Source: an optimization exercise on an open RTL-to-GDS flow (aim: small area, a short achievable clock period and few clock cycles). Production flows keep margins and buffers that such runs may drop. Where RTL was checked, it was by simulation tests only, not by an equivalence proof against the original. No activity file was given, so power comes from the tool's default toggle rates.

==> branch nickel: inputs <==
// PipelineCPU_Hazards
module PipelineCPU_Hazards(i_clk,i_rst_n,o_imem_addr,i_imem_data,o_dmem_addr,o_dmem_wdata,o_dmem_we,o_dmem_re,i_dmem_rdata);
	input i_clk,i_rst_n;
	input [31:0] i_imem_data,i_dmem_rdata;
	output [31:0] o_imem_addr,o_dmem_addr,o_dmem_wdata;
	output o_dmem_we,o_dmem_re;
	reg [31:2] pc;             
	reg        e_we;           
	reg        e_ld, e_st, e_br;
	reg [4:0]  e_rd;
	reg [31:0] e_a, e_b;       
	reg [15:0] e_imm;          
	reg        e_isub;         
	reg        e_sub;          
	reg        e_addi;         
	reg        e_add;          
	reg        e_slt, e_and, e_or, e_nor, e_sll, e_srl, e_sra;
	reg [31:1] rf_v;           
	wire [31:0] rf [0:31];
	wire [31:0] simm_e = {{16{e_imm[15]}}, e_imm};
	wire [31:0] addr = e_a + simm_e;
	wire [32:0] as = {1'b0, e_a} + {1'b0, e_b ^ {32{e_sub}}} + {32'b0, e_sub};
	wire        ltu = ~as[32];
	wire [4:0]  sh = e_imm[10:6];
	wire [31:0] b_rev;
	genvar gi;
	generate for (gi = 0; gi < 32; gi = gi + 1) begin : g_rev
		assign b_rev[gi] = e_b[31-gi];
	end endgenerate
	wire [31:0] sh_in = e_sll ? b_rev : e_b;
	wire        sh_fill = e_sra & e_b[31];
	wire [63:0] sh_ext = {{32{sh_fill}}, sh_in} >> sh;
	wire [31:0] sh_r = sh_ext[31:0];
	wire [31:0] sh_l;
	generate for (gi = 0; gi < 32; gi = gi + 1) begin : g_revo
		assign sh_l[gi] = sh_r[31-gi];
	end endgenerate
	wire [31:0] result = ({32{e_addi}} & addr)
	                   | ({32{e_add}} & as[31:0])
	                   | {31'b0, e_slt & ltu}
	                   | ({32{e_and}} & (e_a & e_b))
	                   | ({32{e_or}} & (e_a | e_b))
	                   | ({32{e_nor}} & ~(e_a | e_b))
	                   | ({32{e_sll}} & sh_l)
	                   | ({32{e_srl | e_sra}} & sh_r);
	wire [31:0] wd = e_ld ? i_dmem_rdata : result;
	wire        taken = e_br & (e_a == e_b);
	assign o_dmem_addr = addr;
	assign o_dmem_wdata = e_b;
	assign o_dmem_we = e_st;
	assign o_dmem_re = e_ld;
	assign rf[0] = 32'b0;
	generate for (gi = 1; gi < 32; gi = gi + 1) begin : g_rf
		reg [31:0] q;
  ...
==> module PipelineCPU_Hazards, before the edit <==
module PipelineCPU_Hazards(i_clk,i_rst_n,o_imem_addr,i_imem_data,o_dmem_addr,o_dmem_wdata,o_dmem_we,o_dmem_re,i_dmem_rdata);
	input i_clk,i_rst_n;
	input [31:0] i_imem_data,i_dmem_rdata;
	output [31:0] o_imem_addr,o_dmem_addr,o_dmem_wdata;
	output o_dmem_we,o_dmem_re;
	reg [31:2] pc;             
	reg        e_we;           
	reg        e_ld, e_st, e_br;
	reg [4:0]  e_rd;
	reg [31:0] e_a, e_b;       
	reg [15:0] e_imm;          
	reg        e_isub;         
	reg        e_sub;          
	reg        e_addi;         
	reg        e_add;          
	reg        e_slt, e_and, e_or, e_nor, e_sll, e_srl, e_sra;
	reg [31:1] rf_v;           
	wire [31:0] rf [0:31];
	wire [31:0] simm_e = {{16{e_imm[15]}}, e_imm};
	wire [31:0] addr = e_a + simm_e;
	wire [32:0] as = {1'b0, e_a} + {1'b0, e_b ^ {32{e_sub}}} + {32'b0, e_sub};
	wire        ltu = ~as[32];
	wire [4:0]  sh = e_imm[10:6];
	wire [31:0] b_rev;
	genvar gi;
	generate for (gi = 0; gi < 32; gi = gi + 1) begin : g_rev
		assign b_rev[gi] = e_b[31-gi];
	end endgenerate
	wire [31:0] sh_in = e_sll ? b_rev : e_b;
	wire        sh_fill = e_sra & e_b[31];
	wire [63:0] sh_ext = {{32{sh_fill}}, sh_in} >> sh;
	wire [31:0] sh_r = sh_ext[31:0];
	wire [31:0] sh_l;
	generate for (gi = 0; gi < 32; gi = gi + 1) begin : g_revo
		assign sh_l[gi] = sh_r[31-gi];
	end endgenerate
	wire [31:0] result = ({32{e_addi}} & addr)
	                   | ({32{e_add}} & as[31:0])
	                   | {31'b0, e_slt & ltu}
	                   | ({32{e_and}} & (e_a & e_b))
	                   | ({32{e_or}} & (e_a | e_b))
	                   | ({32{e_nor}} & ~(e_a | e_b))
	                   | ({32{e_sll}} & sh_l)
	                   | ({32{e_srl | e_sra}} & sh_r);
	wire [31:0] wd = e_ld ? i_dmem_rdata : result;
	wire        taken = e_br & (e_a == e_b);
	assign o_dmem_addr = addr;
	assign o_dmem_wdata = e_b;
	assign o_dmem_we = e_st;
	assign o_dmem_re = e_ld;
	assign rf[0] = 32'b0;
	generate for (gi = 1; gi < 32; gi = gi + 1) begin : g_rf
		reg [31:0] q;
		always @(posedge i_clk) begin
			if (e_we && e_rd == gi) q <= wd;
		end
		assign rf[gi] = q;
	end endgenerate
	always @(posedge i_clk or negedge i_rst_n) begin
		if (!i_rst_n) rf_v <= 31'b0;
		else if (e_we) rf_v[e_rd] <= 1'b1;
	end
	wire [31:0] ins = i_imem_data;
	wire [5:0]  op = ins[31:26];
	wire [4:0]  rs = ins[25:21];
	wire [4:0]  rt = ins[20:16];
	wire [4:0]  rd = ins[15:11];
	wire [5:0]  fn = ins[5:0];
	wire is_r    = (op == 6'h00);
	wire is_addi = (op == 6'h08);
	wire is_lw   = (op == 6'h23);
	wire is_sw   = (op == 6'h2B);
	wire is_beq  = (op == 6'h04);
	wire is_j    = (op == 6'h02);
	wire [4:0] dst = is_r ? rd : rt;
	wire       wen = (is_r | is_addi | is_lw) & (dst != 5'd0);
	wire [31:0] v = {rf_v, 1'b0};
	reg  [31:0] rf_a, rf_b;
	integer k;
	always @(*) begin
		rf_a = 32'b0;
		rf_b = 32'b0;
		for (k = 1; k < 32; k = k + 1) begin
			rf_a = rf_a | ({32{v[k] && rs == k}} & rf[k]);
			rf_b = rf_b | ({32{v[k] && rt == k}} & rf[k]);
		end
	end
	wire fwd_a = e_we & (e_rd == rs);
	wire fwd_b = e_we & (e_rd == rt);
	wire [31:0] a_n = fwd_a ? wd : rf_a;
	wire [31:0] b_n = fwd_b ? wd : rf_b;
	wire [31:2] pc4 = pc + 30'd1;
	always @(posedge i_clk) begin
		e_rd   <= dst;
		e_a    <= a_n;
		e_b    <= b_n;
		e_imm  <= ins[15:0];
		e_addi <= is_addi | is_lw | is_sw;
		e_sub  <= (fn == 6'h22) | (fn == 6'h2A);
		e_add  <= is_r & ((fn == 6'h20) | (fn == 6'h22));
		e_slt  <= is_r & (fn == 6'h2A);
		e_and  <= is_r & (fn == 6'h24);
		e_or   <= is_r & (fn == 6'h25);
		e_nor  <= is_r & (fn == 6'h27);
		e_sll  <= is_r & (fn == 6'h00);
		e_srl  <= is_r & (fn == 6'h02);
		e_sra  <= is_r & (fn == 6'h03);
	end
	always @(posedge i_clk or negedge i_rst_n) begin
		if (!i_rst_n) begin
			pc   <= 30'b0;
			e_we <= 1'b0;
			e_ld <= 1'b0;
			e_st <= 1'b0;
			e_br <= 1'b0;
		end else begin
			e_we <= wen & ~taken;
			e_ld <= is_lw & ~taken;
			e_st <= is_sw & ~taken;
			e_br <= is_beq & ~taken;
			if (taken)     pc <= pc + {{14{e_imm[15]}}, e_imm};    
			else if (is_j) pc <= {pc4[31:28], ins[25:0]};
			else           pc <= pc4;
		end
	end
	assign o_imem_addr = {pc, 2'b00};
endmodule
export LEC_CHECK = 0
export CAP_MARGIN = 20
export CORE_MARGIN = 2
export CORE_UTILIZATION = 40
export SLEW_MARGIN = 20
create_clock -name core_clock -period 8.0 [get_ports {i_clk}]
run.sh (not shown) runs the stock make flow with config.mk's settings and CLKGATE_MAP_FILE= SYNTH_SCRIPT=/design/flow/synth_recipe.tcl, a recipe that flattens the netlist after the stock synthesis.
==> branch lagoon (differences from branch nickel) <==
==> flow/design.v (replaced) <==
module PipelineCPU_Hazards(i_clk,i_rst_n,o_imem_addr,i_imem_data,o_dmem_addr,o_dmem_wdata,o_dmem_we,o_dmem_re,i_dmem_rdata);
	input i_clk,i_rst_n;
	input [31:0] i_imem_data,i_dmem_rdata;
	output [31:0] o_imem_addr,o_dmem_addr,o_dmem_wdata;
	output o_dmem_we,o_dmem_re;
	genvar gi;
	integer k;
	reg [31:2] pc;             
	reg        e_we, e_ld, e_st, e_br;
	reg [4:0]  e_rd;
	reg [31:0] e_a;            
	reg [31:0] e_b;            
	reg [15:0] e_imm;          
	reg [31:2] e_tgt;          
	reg        e_sub;          
	reg        e_addi;         
	reg        e_add;          
	reg        e_slt, e_and, e_or, e_nor, e_sll, e_srl, e_sra;
	reg        m_we, m_ld, m_st;
	reg [4:0]  m_rd;
	reg [31:0] m_res;          
	reg [31:0] m_sd;           
	reg [31:1] rf_v;           
	wire [31:0] rf [0:31];
	wire [31:0] wd = m_ld ? i_dmem_rdata : m_res;
	assign o_dmem_addr  = m_res;
	assign o_dmem_wdata = m_sd;
	assign o_dmem_we    = m_st;
	assign o_dmem_re    = m_ld;
	assign rf[0] = 32'b0;
	generate for (gi = 1; gi < 32; gi = gi + 1) begin : g_rf
		reg [31:0] q;
		always @(posedge i_clk) begin
			if (m_we && m_rd == gi) q <= wd;
		end
		assign rf[gi] = q;
	end endgenerate
	always @(posedge i_clk or negedge i_rst_n) begin
		if (!i_rst_n) rf_v <= 31'b0;
		else if (m_we) rf_v[m_rd] <= 1'b1;
	end
	wire [31:0] a = e_a;
	wire [31:0] b = e_b;
	wire [31:0] simm_e = {{16{e_imm[15]}}, e_imm};
	wire [31:0] addr, as;
	wire        as_co;
	add32 u_addr(.a(a), .b(simm_e), .ci(1'b0), .s(addr), .co());
	add32 u_as(.a(a), .b(b), .ci(e_sub), .s(as), .co(as_co));
	wire        ltu = ~as_co;
	wire [4:0]  sh = e_imm[10:6];
	wire [31:0] b_rev;
	generate for (gi = 0; gi < 32; gi = gi + 1) begin : g_rev
		assign b_rev[gi] = b[31-gi];
	end endgenerate
	wire [31:0] sh_in = e_sll ? b_rev : b;
	wire        sh_fill = e_sra & b[31];
	wire [63:0] sh_ext = {{32{sh_fill}}, sh_in} >> sh;
	wire [31:0] sh_r = sh_ext[31:0];
	wire [31:0] sh_l;
	generate for (gi = 0; gi < 32; gi = gi + 1) begin : g_revo
		assign sh_l[gi] = sh_r[31-gi];
	end endgenerate
	wire [31:0] result = ({32{e_addi}} & addr)
	                   | ({32{e_add}} & as)
	                   | {31'b0, e_slt & ltu}
	                   | ({32{e_and}} & (a & b))
	                   | ({32{e_or}} & (a | b))
	                   | ({32{e_nor}} & ~(a | b))
	                   | ({32{e_sll}} & sh_l)
	                   | ({32{e_srl | e_sra}} & sh_r);
	wire taken = e_br & (a == b);
	always @(posedge i_clk) begin
		m_rd  <= e_rd;
		m_res <= result;
		m_sd  <= b;
	end
	always @(posedge i_clk or negedge i_rst_n) begin
		if (!i_rst_n) begin
			m_we <= 1'b0;
			m_ld <= 1'b0;
			m_st <= 1'b0;
		end else begin
			m_we <= e_we;
			m_ld <= e_ld;
			m_st <= e_st;
		end
	end
	wire [31:0] ins = i_imem_data;
	wire [5:0]  op = ins[31:26];
	wire [4:0]  rs = ins[25:21];
	wire [4:0]  rt = ins[20:16];
	wire [4:0]  rd = ins[15:11];
	wire [5:0]  fn = ins[5:0];
	wire is_r    = (op == 6'h00);
	wire is_addi = (op == 6'h08);
	wire is_lw   = (op == 6'h23);
	wire is_sw   = (op == 6'h2B);
	wire is_beq  = (op == 6'h04);
	wire is_j    = (op == 6'h02);
	wire [4:0] dst = is_r ? rd : rt;
	wire       wen = (is_r | is_addi | is_lw) & (dst != 5'd0);
	wire       ub  = is_beq & (rs == rt);       
	wire       use_rs = is_r | is_addi | is_lw | is_sw | (is_beq & ~ub);
	wire       use_rt = is_r | is_sw | (is_beq & ~ub);
	wire       sub_n = is_r & ((fn == 6'h22) | (fn == 6'h2A));
	wire stall = e_ld & e_we & ((use_rs & (e_rd == rs)) | (use_rt & (e_rd == rt)));
	wire d_go  = ~stall & ~taken;               
	wire [31:0] v = {rf_v, 1'b0};
	reg  [31:0] rf_a, rf_b;
	always @(*) begin
		rf_a = 32'b0;
		rf_b = 32'b0;
		for (k = 1; k < 32; k = k + 1) begin
			rf_a = rf_a | ({32{v[k] && rs == k}} & rf[k]);
			rf_b = rf_b | ({32{v[k] && rt == k}} & rf[k]);
		end
	end
	wire [31:0] a_n = (e_we && e_rd == rs) ? result : (m_we && m_rd == rs) ? wd : rf_a;
	wire [31:0] b_n = (e_we && e_rd == rt) ? result : (m_we && m_rd == rt) ? wd : rf_b;
	wire [31:2] pc4 = pc + 30'd1;
	wire [30:0] tsum = {pc, 1'b1} + {{14{ins[15]}}, ins[15:0], 1'b1};
	wire [31:2] d_tgt = tsum[30:1];
	always @(posedge i_clk) begin
		e_rd   <= dst;
		e_a    <= a_n;
		e_b    <= b_n ^ {32{sub_n}};
		e_imm  <= ins[15:0];
		e_tgt  <= d_tgt;
		e_addi <= is_addi | is_lw | is_sw;
		e_sub  <= sub_n;
		e_add  <= is_r & ((fn == 6'h20) | (fn == 6'h22));
		e_slt  <= is_r & (fn == 6'h2A);
		e_and  <= is_r & (fn == 6'h24);
		e_or   <= is_r & (fn == 6'h25);
		e_nor  <= is_r & (fn == 6'h27);
		e_sll  <= is_r & (fn == 6'h00);
		e_srl  <= is_r & (fn == 6'h02);
		e_sra  <= is_r & (fn == 6'h03);
	end
	always @(posedge i_clk or negedge i_rst_n) begin
		if (!i_rst_n) begin
			pc   <= 30'b0;
			e_we <= 1'b0;
			e_ld <= 1'b0;
			e_st <= 1'b0;
			e_br <= 1'b0;
		end else begin
			e_we <= d_go & wen;
			e_ld <= d_go & is_lw;
			e_st <= d_go & is_sw;
			e_br <= d_go & is_beq & ~ub;
			if (taken)              pc <= e_tgt;
			else if (stall)         pc <= pc;
			else if (is_j)          pc <= {pc4[31:28], ins[25:0]};
			else if (ub)            pc <= d_tgt;
			else                    pc <= pc4;
		end
	end
	assign o_imem_addr = {pc, 2'b00};
endmodule
module add32(a, b, ci, s, co);
	input [31:0] a, b;
	input ci;
	output [31:0] s;
	output co;
	wire [33:0] t = {1'b0, a, 1'b1} + {1'b0, b, ci};
	assign {co, s} = t[33:1];
endmodule
Settings changed: CTS_CLUSTER_DIAMETER set to 80, CTS_CLUSTER_SIZE set to 24, SETUP_SLACK_MARGIN set to 4.5.
==> branch onyx (differences from branch nickel) <==
==> flow/design.v (replaced) <==
module PipelineCPU_Hazards(i_clk,i_rst_n,o_imem_addr,i_imem_data,o_dmem_addr,o_dmem_wdata,o_dmem_we,o_dmem_re,i_dmem_rdata);
	input i_clk,i_rst_n;
	input [31:0] i_imem_data,i_dmem_rdata;
	output [31:0] o_imem_addr,o_dmem_addr,o_dmem_wdata;
	output o_dmem_we,o_dmem_re;
	genvar gi;
	integer k;
	reg [31:2] pc;             
	reg        e_we, e_ld, e_st, e_br;
	reg [4:0]  e_rd;
	reg [31:0] e_a, e_b;       
	reg        e_fa_m, e_fa_l, e_fa_r, e_fb_m, e_fb_l, e_fb_r;
	reg [15:0] e_imm;          
	reg [31:2] e_tgt;          
	reg        e_sub;          
	reg        e_addi;         
	reg        e_add;          
	reg        e_slt, e_and, e_or, e_nor, e_sll, e_srl, e_sra;
	reg        m_we, m_ld, m_st;
	reg [4:0]  m_rd;
	reg [31:0] m_res;          
	reg [31:0] m_sd;           
	reg [31:1] rf_v;           
	wire [31:0] rf [0:31];
	wire [31:0] wd = m_ld ? i_dmem_rdata : m_res;
	assign o_dmem_addr  = m_res;
	assign o_dmem_wdata = m_sd;
	assign o_dmem_we    = m_st;
	assign o_dmem_re    = m_ld;
	assign rf[0] = 32'b0;
	generate for (gi = 1; gi < 32; gi = gi + 1) begin : g_rf
		reg [31:0] q;
		always @(posedge i_clk) begin
			if (m_we && m_rd == gi) q <= wd;
		end
		assign rf[gi] = q;
	end endgenerate
	always @(posedge i_clk or negedge i_rst_n) begin
		if (!i_rst_n) rf_v <= 31'b0;
		else if (m_we) rf_v[m_rd] <= 1'b1;
	end
	wire [31:0] a = ({32{e_fa_m}} & m_res) | ({32{e_fa_l}} & i_dmem_rdata) | ({32{e_fa_r}} & e_a);
	wire [31:0] b = ({32{e_fb_m}} & m_res) | ({32{e_fb_l}} & i_dmem_rdata) | ({32{e_fb_r}} & e_b);
	wire [31:0] simm_e = {{16{e_imm[15]}}, e_imm};
	wire [31:0] addr, as;
	wire        as_co;
	add32 u_addr(.a(a), .b(simm_e), .ci(1'b0), .s(addr), .co());
	add32 u_as(.a(a), .b(b ^ {32{e_sub}}), .ci(e_sub), .s(as), .co(as_co));
	wire        ltu = ~as_co;
	wire [4:0]  sh = e_imm[10:6];
	wire [31:0] b_rev;
	generate for (gi = 0; gi < 32; gi = gi + 1) begin : g_rev
		assign b_rev[gi] = b[31-gi];
	end endgenerate
	wire [31:0] sh_in = e_sll ? b_rev : b;
	wire        sh_fill = e_sra & b[31];
	wire [63:0] sh_ext = {{32{sh_fill}}, sh_in} >> sh;
	wire [31:0] sh_r = sh_ext[31:0];
	wire [31:0] sh_l;
	generate for (gi = 0; gi < 32; gi = gi + 1) begin : g_revo
		assign sh_l[gi] = sh_r[31-gi];
	end endgenerate
	wire [31:0] result = ({32{e_addi}} & addr)
	                   | ({32{e_add}} & as)
	                   | {31'b0, e_slt & ltu}
	                   | ({32{e_and}} & (a & b))
	                   | ({32{e_or}} & (a | b))
	                   | ({32{e_nor}} & ~(a | b))
	                   | ({32{e_sll}} & sh_l)
	                   | ({32{e_srl | e_sra}} & sh_r);
	wire taken = e_br & (a == b);
	always @(posedge i_clk) begin
		m_rd  <= e_rd;
		m_res <= result;
		m_sd  <= b;
	end
	always @(posedge i_clk or negedge i_rst_n) begin
		if (!i_rst_n) begin
			m_we <= 1'b0;
			m_ld <= 1'b0;
			m_st <= 1'b0;
		end else begin
			m_we <= e_we;
			m_ld <= e_ld;
			m_st <= e_st;
		end
	end
	wire [31:0] ins = i_imem_data;
	wire [5:0]  op = ins[31:26];
	wire [4:0]  rs = ins[25:21];
	wire [4:0]  rt = ins[20:16];
	wire [4:0]  rd = ins[15:11];
	wire [5:0]  fn = ins[5:0];
	wire is_r    = (op == 6'h00);
	wire is_addi = (op == 6'h08);
	wire is_lw   = (op == 6'h23);
	wire is_sw   = (op == 6'h2B);
	wire is_beq  = (op == 6'h04);
	wire is_j    = (op == 6'h02);
	wire [4:0] dst = is_r ? rd : rt;
	wire       wen = (is_r | is_addi | is_lw) & (dst != 5'd0);
	wire       ub  = is_beq & (rs == rt);       
	wire d_go  = ~taken;                        
	wire [31:0] v = {rf_v, 1'b0};
	reg  [31:0] rf_a, rf_b;
	always @(*) begin
		rf_a = 32'b0;
		rf_b = 32'b0;
		for (k = 1; k < 32; k = k + 1) begin
			rf_a = rf_a | ({32{v[k] && rs == k}} & rf[k]);
			rf_b = rf_b | ({32{v[k] && rt == k}} & rf[k]);
		end
	end
	wire [31:0] a_n = (m_we && m_rd == rs) ? wd : rf_a;
	wire [31:0] b_n = (m_we && m_rd == rt) ? wd : rf_b;
	wire [31:2] pc4 = pc + 30'd1;
	wire [30:0] tsum = {pc, 1'b1} + {{14{ins[15]}}, ins[15:0], 1'b1};
	wire [31:2] d_tgt = tsum[30:1];
	always @(posedge i_clk) begin
		e_rd   <= dst;
		e_a    <= a_n;
		e_b    <= b_n;
		e_fa_m <= e_we & ~e_ld & (e_rd == rs);
		e_fa_l <= e_we & e_ld & (e_rd == rs);
		e_fa_r <= ~(e_we & (e_rd == rs));
		e_fb_m <= e_we & ~e_ld & (e_rd == rt);
		e_fb_l <= e_we & e_ld & (e_rd == rt);
		e_fb_r <= ~(e_we & (e_rd == rt));
		e_imm  <= ins[15:0];
		e_tgt  <= d_tgt;
		e_addi <= is_addi | is_lw | is_sw;
		e_sub  <= is_r & ((fn == 6'h22) | (fn == 6'h2A));
		e_add  <= is_r & ((fn == 6'h20) | (fn == 6'h22));
		e_slt  <= is_r & (fn == 6'h2A);
		e_and  <= is_r & (fn == 6'h24);
		e_or   <= is_r & (fn == 6'h25);
		e_nor  <= is_r & (fn == 6'h27);
		e_sll  <= is_r & (fn == 6'h00);
		e_srl  <= is_r & (fn == 6'h02);
		e_sra  <= is_r & (fn == 6'h03);
	end
	always @(posedge i_clk or negedge i_rst_n) begin
		if (!i_rst_n) begin
			pc   <= 30'b0;
			e_we <= 1'b0;
			e_ld <= 1'b0;
			e_st <= 1'b0;
			e_br <= 1'b0;
		end else begin
			e_we <= d_go & wen;
			e_ld <= d_go & is_lw;
			e_st <= d_go & is_sw;
			e_br <= d_go & is_beq & ~ub;
			if (taken)              pc <= e_tgt;
			else if (is_j)          pc <= {pc4[31:28], ins[25:0]};
			else if (ub)            pc <= d_tgt;
			else                    pc <= pc4;
		end
	end
	assign o_imem_addr = {pc, 2'b00};
endmodule
module add32(a, b, ci, s, co);
	input [31:0] a, b;
	input ci;
	output [31:0] s;
	output co;
	assign {co, s} = {1'b0, a} + {1'b0, b} + {32'b0, ci};
endmodule
Settings changed: ABC_AREA set to 1, SETUP_SLACK_MARGIN set to 4.5, SYNTH_HIERARCHICAL set to 1, SYNTH_MINIMUM_KEEP_SIZE set to 0.
==> comparison table <==
Final cycle utilization of the critical path: branch nickel 82.6%; branch lagoon 45.9%; branch onyx 44.1%
Status: branch nickel finished clean; branch lagoon finished clean; branch onyx finished clean
Met2 usage in global routing: branch nickel 55.2%; branch lagoon 55.7%; branch onyx 64.9%
Mean Syn Cell Area: branch nickel 12.5 um^2; branch lagoon 12.1 um^2; branch onyx 8.48 um^2
Worst Setup SP: branch nickel e_imm[15]; branch lagoon i_imem_data[16]; branch onyx i_imem_data[17]
Worst slew margin relative to its limit: branch nickel 12.0%; branch lagoon 22.5%; branch onyx 11.5%
Number of diodes added for antenna fixing: branch nickel 20; branch lagoon 27; branch onyx 36
Fraction of the yosys area taken by sequential cells: branch nickel 57.4%; branch lagoon 57.5%; branch onyx -
Number of placement rows: branch nickel 139; branch lagoon 143; branch onyx 151
Unique cell type count in the Yosys netlist: branch nickel 94; branch lagoon 84; branch onyx -
Switching share of power: branch nickel 26.3%; branch lagoon 28.2%; branch onyx 28.8%
Worst stage delay on the critical path: branch nickel 0.93 ns; branch lagoon 0.50 ns; branch onyx 0.36 ns
Vertical die dimension: branch nickel 385 um; branch lagoon 396 um; branch onyx 418 um
Adder and majority cell fraction of the synthesized area: branch nickel 3.73%; branch lagoon 2.88%; branch onyx -
Testbench counts of branch lagoon, summed over its fixed seeds: cycles 21,767.
Testbench counts of branch onyx, summed over its fixed seeds: cycles 21,541.
No functional check of the RTL was part of branch nickel.

## static timing again, ports no longer ideal
No port has a modelled driver above. Below, the same layouts with a new extraction and two added sets of constraints. Step 1 sets driving cells, clkbuf_16 on the clock port and buf_2 on the other inputs (assumed; they add their load-dependent delay and slew). Step 2, shift: input delay + t, output delay - t, t = (earliest + latest rising clock arrival at the registers) / 2. This alone moves slack from input paths to output paths. a / b / c = no drivers / after step 1 / after step 2; a / b = the first two.
run	shift t [ns]	setup slack, ns	worst slew at a driven data input, ns
branch nickel	0.838	1.393 / 1.306 / 2.129	0.07
branch lagoon	0.802	4.326 / 4.308 / 3.506	0.16
branch onyx	0.895	4.475 / 4.432 / 3.605	0.22
After both steps every run listed still meets setup and hold. For branch onyx, which loses most, drivers alone change the setup slack by -0.043 ns; drivers and shift together by -0.870 ns.
